This is an optimization exercise on Yosys and OpenROAD, whose aim is a short achievable clock period and few clock cycles, not a production implementation. Only the layout flow was run in this run; the RTL was not checked for function there. Power and IR drop assume default switching activity.

==> flow/design.v <==
`timescale 1ns / 1ps
module Integration(input clk,
	 input rst,
	 output [31:0]mem_addr,
	 output [31:0]mem_wdata,
	 output mem_we,
	 input [31:0]mem_rdata
 );
	localparam OP_R = 6'b000000, OP_LW = 6'b100011, OP_SW = 6'b101011,
	           OP_BEQ = 6'b000100, OP_J = 6'b001000;
	reg [31:0] rf [0:9];
	reg [9:0] pc_f;      
	reg [9:0] a_lo;      
	reg d_valid;
	reg [31:0] d_ir;
	reg [9:0] d_pc;
	reg e_valid;
	reg [9:0] e_pc;
	reg e_rwe;           
	reg e_ldwe;          
	reg [3:0] e_wa;      
	reg e_mem, e_st, e_beq;
	reg [31:0] e_a, e_b, e_imm;
	reg e_byp_a, e_byp_b;    
	reg e_sub, e_and;
	reg [9:0] e_tgt;
	reg e_tgt_nz;        
	reg m_active, m_st, m_ldwe;
	reg [3:0] m_wa;
	reg [31:0] m_addr, m_data;
	reg w_we;
	reg [3:0] w_wa;
	reg [31:0] w_res;
	wire stall = m_active;
	wire [31:0] a_in = e_byp_a ? w_res : e_a;
	wire [31:0] b_in = e_byp_b ? w_res : e_b;
	wire [31:0] opb = e_mem ? e_imm : (b_in ^ {32{e_sub}});
	wire [31:0] sum = a_in + opb + {31'b0, e_sub};
	wire [31:0] res = e_and ? (a_in & b_in) : sum;
	wire e_exec = e_valid & ~stall;
	wire e_redirect = e_exec & e_beq & e_tgt_nz & (a_in == b_in);
	wire m_next = e_exec & e_mem;
	wire [5:0] d_op = d_ir[31:26];
	wire [4:0] d_rs = d_ir[25:21];
	wire [4:0] d_rt = d_ir[20:16];
	wire [4:0] d_rd = d_ir[15:11];
	wire [5:0] d_fn = d_ir[5:0];
	wire [9:0] d_tgt = d_pc + 10'd1 + d_ir[9:0];
	wire d_tgt_nz = |d_ir[9:0];
	wire d_isr = (d_op == OP_R);
	wire d_isld = (d_op == OP_LW);
	wire d_isst = (d_op == OP_SW);
	wire d_isbeq = (d_op == OP_BEQ);
	wire d_same = (d_rs == d_rt);
	wire d_redirect = ~e_redirect & d_valid & d_isbeq & d_same & d_tgt_nz;
	wire [31:0] rf_a = (d_rs < 5'd10) ? rf[d_rs[3:0]] : 32'b0;
	wire [31:0] rf_b = (d_rt < 5'd10) ? rf[d_rt[3:0]] : 32'b0;
	wire [31:0] a_val = (w_we & (d_rs == {1'b0, w_wa})) ? w_res : rf_a;
	wire [31:0] b_val = (w_we & (d_rt == {1'b0, w_wa})) ? w_res : rf_b;
	wire e_wr = e_exec & (e_rwe | e_ldwe);
	wire j_take = (mem_rdata[31:26] == OP_J) & ~e_redirect & ~d_redirect;
	wire [9:0] pc_other = e_redirect ? e_tgt : (d_redirect ? d_tgt : pc_f + 10'd1);
	wire smc_hit = m_st & ((e_valid & (m_addr[9:0] == e_pc)) |
	                       (d_valid & (m_addr[9:0] == d_pc)));
	wire [9:0] smc_pc = e_valid ? e_pc : d_pc;
	assign mem_addr = {m_addr[31:10], a_lo};
	assign mem_wdata = m_data;
	assign mem_we = m_st;
	always @(posedge clk) begin
		if (w_we)
			rf[w_wa] <= w_res;
	end
	always @(posedge clk) begin
		if (stall) begin
			w_wa <= m_wa;
			w_res <= mem_rdata;
		end else begin
			w_wa <= e_wa;
			w_res <= res;
			m_wa <= e_wa;
			m_addr <= sum;
			m_data <= b_in;
			e_pc <= d_pc;
			e_rwe <= d_isr & (d_rd < 5'd10);
			e_ldwe <= d_isld & (d_rt < 5'd10);
			e_wa <= d_isr ? d_rd[3:0] : d_rt[3:0];
			e_mem <= d_valid & (d_isld | d_isst);
			e_st <= d_isst;
			e_beq <= d_isbeq & ~d_same;
			e_a <= a_val;
			e_b <= b_val;
			e_imm <= {{16{d_ir[15]}}, d_ir[15:0]};
			e_byp_a <= e_wr & (d_rs == {1'b0, e_wa});
			e_byp_b <= e_wr & (d_rt == {1'b0, e_wa});
			e_sub <= d_isr & (d_fn == 6'd1);
			e_and <= d_isr & (d_fn == 6'd2);
			e_tgt <= d_tgt;
			e_tgt_nz <= d_tgt_nz;
			d_ir <= mem_rdata;
			d_pc <= pc_f;
		end
	end
	always @(posedge clk or posedge rst) begin
		if (rst) begin
			pc_f <= 0;
			a_lo <= 0;
			d_valid <= 0;
			e_valid <= 0;
			m_active <= 0;
			m_st <= 0;
			m_ldwe <= 0;
			w_we <= 0;
		end else if (stall) begin
			m_active <= 0;
			m_st <= 0;
			m_ldwe <= 0;
			w_we <= m_ldwe;
			if (smc_hit) begin
				e_valid <= 0;
				d_valid <= 0;
				pc_f <= smc_pc;
				a_lo <= smc_pc;
			end else
				a_lo <= pc_f;
		end else begin
			m_active <= m_next;
			m_st <= e_exec & e_st;
			m_ldwe <= e_exec & e_ldwe;
			w_we <= e_exec & e_rwe;
			e_valid <= d_valid & ~e_redirect;
			d_valid <= ~e_redirect & ~d_redirect;
			pc_f <= j_take ? mem_rdata[9:0] : pc_other;
			a_lo <= m_next ? sum[9:0] : (j_take ? mem_rdata[9:0] : pc_other);
		end
	end
endmodule
==> flow/run.sh <==
#!/bin/bash
# synth_recipe.tcl (not shown) runs the flow's synth.tcl, then flattens the netlist and writes it again
# the make line also repeats each setting of config.mk as NAME=value (left out here)
make -C /OpenROAD-flow-scripts/flow DESIGN_CONFIG=/design/flow/config.mk WORK_HOME=/design/flow/orfs CLKGATE_MAP_FILE= SYNTH_SCRIPT=/design/flow/synth_recipe.tcl finish
==> flow/config.mk <==
export PLATFORM = sky130hd
export DESIGN_NAME = Integration
export DESIGN_NICKNAME = Integration
export VERILOG_FILES = /design/flow/design.v
export SDC_FILE = /design/flow/constraint.sdc
export NUM_CORES = 4
export LEC_CHECK = 0
export ABC_CLOCK_PERIOD_IN_PS = 2000
export CAP_MARGIN = 20
export CORE_MARGIN = 2
export CORE_UTILIZATION = 40
export SETUP_SLACK_MARGIN = 5
export SLEW_MARGIN = 20
==> flow/constraint.sdc <==
create_clock -name core_clock -period 8.0 [get_ports {clk}]
set_input_delay 1.6000 -clock core_clock [delete_from_list [all_inputs] [get_ports {clk}]]
set_output_delay 1.6000 -clock core_clock [all_outputs]
set_load 0.01 [all_outputs]
==> summary.txt <==
-- timing repair --
action,CTS,global route
gates cloned,2,0
pin swaps,51,33
buffers inserted,68,28
endpoints found under the setup margin,187,120
resized for setup,255,74
-- through the flow --
step	utilization, %	setup WS [ps]	hold WS [ps]	std cells	power (mW)
6_report	48.23	4257	430.3	3219	15.93
3_5_place_dp	43.05	3555	409.1	3008	11.51
5_1_grt	48.23	4137	455.5	3218	16.72
3_3_place_gp	43.05	3634	408.6	3008	11.44
2_1_floorplan	-	4471	400.3	2062	9.433
4_1_cts	47.52	4296	437.5	3190	15.37
-- state kept, by name, summed over array words and instances, names as in the netlist, 4 cells and up, named ones only --
| name | count |
|---|---|
| a_lo | 10 |
| d_ir | 32 |
| d_pc | 10 |
| e_a | 32 |
| e_b | 32 |
| e_imm | 16 |
| e_pc | 10 |
| e_tgt | 10 |
| e_wa | 4 |
| m_addr | 32 |
| m_data | 32 |
| m_wa | 4 |
| pc_f | 10 |
| rf | 320 |
| w_res | 32 |
-- cell families (layout without fill, tap and decap cells) --
family | after synthesis | count (layout)
muxes | 303 | 303
AOI/OAI and AO/OA | 443 | 443
buffers and inverters | 188 | 375
adders and majority gates | 75 | 75
xor gates and xnor gates | 112 | 112
DFF | 610 | 610
and+or+nand+nor | 331 | 331
other | 0 | 1
-- Yosys cell counts, drive strengths merged (10+ instances only) --
cell    number  area share (%)
buf         61             1.1
a21oi      107             1.9
inv         34            0.42
clkbuf      93             1.2
xor2        23            0.67
ha          72             3.0
edfxtp     544              54
o211ai      15            0.37
xnor2       89             2.6
o21ai       90             1.5
nor2        46            0.57
dfrtp       26             2.2
a21o        25            0.62
nand2b      14            0.29
nand2       83             1.0
nand3       20            0.33
and3        12            0.25
nor3        19            0.33
o21a        10            0.25
mux2i       91             3.0
mux2        84             3.1
nor2b       72             1.5
nand4       16            0.33
a211oi      70             1.7
dfxtp       40             2.7
a22o        68             2.0
mux4       128             9.6
nor4        13            0.29
-- worst register-to-register path: stages (launching register included) --
cell      delay (ps)
edfxtp_1         450
buf_12           180
buf_4            140
mux2_2           300
xnor2_1          130
o21ai_1          160
ha_2             400
nand4_1          180
o221ai_2         120
or4_1            460
o21ai_4          210
o21bai_2          90
a31o_4           250
a221oi_4         300
nor4b_2           90
nor3b_2          190
-- final timing paths --
kind | to | slack, ps | depth (start not counted)
max | w_res[28]$_DFF_P_ | 4260 | 15
min | e_imm[10]$_DFFE_PN_ | 430 | 0
max reg2reg | w_res[28]$_DFF_P_ | 4260 | 15
min reg2reg | e_imm[10]$_DFFE_PN_ | 430 | 0
max in group asynchronous | m_active$_DFF_PP0_ | 6370 | 3
min in group asynchronous | m_st$_DFF_PP0_ | 1320 | 3
-- layout make-up --
| type | instances | area (um^2) | area share (%) |
|---|---|---|---|
| antenna | 1 | 2.502 | 0.006969 |
| clock buffer | 70 | 1538 | 4.282 |
| clock inverter | 42 | 478.0 | 1.331 |
| inverter | 34 | 135.1 | 0.3763 |
| multi-input combinational | 1264 | 12640 | 35.21 |
| sequential | 610 | 17810 | 49.61 |
| tap | 969 | 1212 | 3.376 |
| timing repair buffer | 229 | 2087 | 5.812 |
-- metal layers --
metal  global-route usage, %  part of all wire [%]
met5                       0                     0
met4                   5.433                   2.6
met3                   3.022                   5.8
met2                   36.08                    48
met1                   30.24                    44
-- power breakdown --
part	total, mW	internal, mW	switching [mW]
Sequential	5.73	4.75	0.977
Clock	2.92	1.67	1.25
Combinational	7.28	3.34	3.94
Total	15.9	9.76	6.17
==> results_dict.tcl <==
set metrics [dict create \
    synth_top_family_by_area "multiplexers" \
    grt_pass1_vias 19110 \
    synth_xor_area_share_pct 3.263 \
    root_buffer "clkbuf_16" \
    numCtsBuffers 59 \
    fin_crit_ps 3743 \
    maxClockFrequency_mhz 267.2 \
    netlist_instances 2062 \
    synth.area.mux_share_pct 15.76 \
    cts_tree "yes" \
    dp_hpwl_um 52250 \
    path_max_fanout 6 \
    slowest_stage "or4_1" \
    status "no timing/DRC/antenna violations" \
    worstPathRequired_ps 8560 \
    r2r-start "e_byp_b$_DFFE_PN_" \
    clkLatencyLatePin_ps 650 \
    nets 2307 \
    min_path_type "flop to flop" \
    layout_common_cells "edfxtp_1 (544), mux4_2 (128), buf_4 (100)" \
    hold_viol 0 \
    async_reset_ff_share_pct 4.262 \
    core-area_mm2 0.07445 \
    max-clock-path-buffers 3 \
    ys_seq_area_share_pct 59.16 \
    finalSetupTns_ps 0 \
    wl_um 84720 \
    port-buffer-count 98 \
    tightestPinTransition_ps 1077 \
    grt_pass1_wl_um 126000 \
    synthSimpleGateAreaFrac_pct 5.843 \
    dpl-instance-area_mm2 0.03205 \
    cts.sinks 610 \
    track_usage_pct 21.74 \
    initial_core_util_pct 40.38 \
    finalSetupViolations 0 \
    post_drt_wl_per_cell_um 26.32 \
    drc_errors 0 \
    final_cell_area_mm2 0.03591 \
    ant_nets 0 \
    worst_setup_path_start_kind "flop" \
    synth-adder-area-share_pct 3.196 \
    drive_gt1_share_pct 27.12 \
    worstPathArrival_ps 4310 \
    overflow 0 \
    grt_max_degree 107 \
    ys_ff_latch 610 \
    skew_ps 26.53 \
    synth.avg_cell_area_um2 14.58 \
    ys_types 78 \
    via_count 18920 \
    leakage_nw 12.92 \
    fill_cells 6275 \
    synthesis.area_mm2 0.03007 \
    drt-initial-drc-count 1687 \
    crit_type "flop to flop" \
    antenna_found_initial 0 \
    cts_max_level 2 \
    synth_nets 2171 \
    synth-edff-count 544 \
    rsz0062_at_grt "yes" \
    ys.flop_type "edfxtp_1" \
    path_delay_family "compound AO/OA/AOI/OAI gates" \
    timing.final.crit_share_pct 46.78 \
    vdd_drop_max_v 0.0002308 \
    cts.clk_slew.worst_paths_ps 70 \
    cp-end-kind "flop" \
    path_cells "buf_12, buf_4, mux2_2, xnor2_1, o21ai_1, ha_2, nand4_1, o221ai_2, or4_1, o21ai_4, o21bai_2, a31o_4, a221oi_4, nor4b_2, nor3b_2" \
    die_h_um 278.2 \
    die_area_mm2 0.07737 \
    die_x_um 278.2 \
    p_per_area_mw_per_mm2 443.5 \
    min_from "d_ir[10]$_DFFE_PN_" \
    report.final.slew_viol_count 0 \
    cap_violations 0 \
    crit_path_start "e_byp_b$_DFFE_PN_" \
    io_pins 99 \
    gp_congestion 0.8988 \
    synth_compound_area_share_pct 10.06 \
    dr.pass1.iters 5 \
    path_buf_inv 2 \
    synthToLayoutAreaGrowth_pct 19.43 \
    rows 100 \
    yosys_warnings 1 \
    slowest_delay_ps 460 \
    layout_commonest_cell "edfxtp_1" \
    max-slew-margin-rel_pct 27.54 \
    via_per_inst 5.878 \
    cts_hold_buffers 0 \
]

-- separate check: timing with driven ports --
The flow's constraints put no driver on any port. The routed layout listed below was extracted and timed again, unchanged, in two steps. Step 1: set_driving_cell puts a clkbuf_16 on clk and a buf_2 on each other input, an assumption about the parent block. Step 2, shift: input delay + t, output delay - t, t = (earliest + latest rising clock arrival at the registers) / 2. This alone moves slack from input paths to output paths. Three values: no drivers, after step 1, after step 2; two values: the first two.
t, ns: 0.700
slack for setup (ns): 4.257 / 4.257 / 4.108
hold slack, ns: 0.430 / 0.430 / 0.430
After both steps this run still meets setup and hold. The setup slack of this run moves by 0.000 ns with the drivers and by -0.149 ns with both steps.
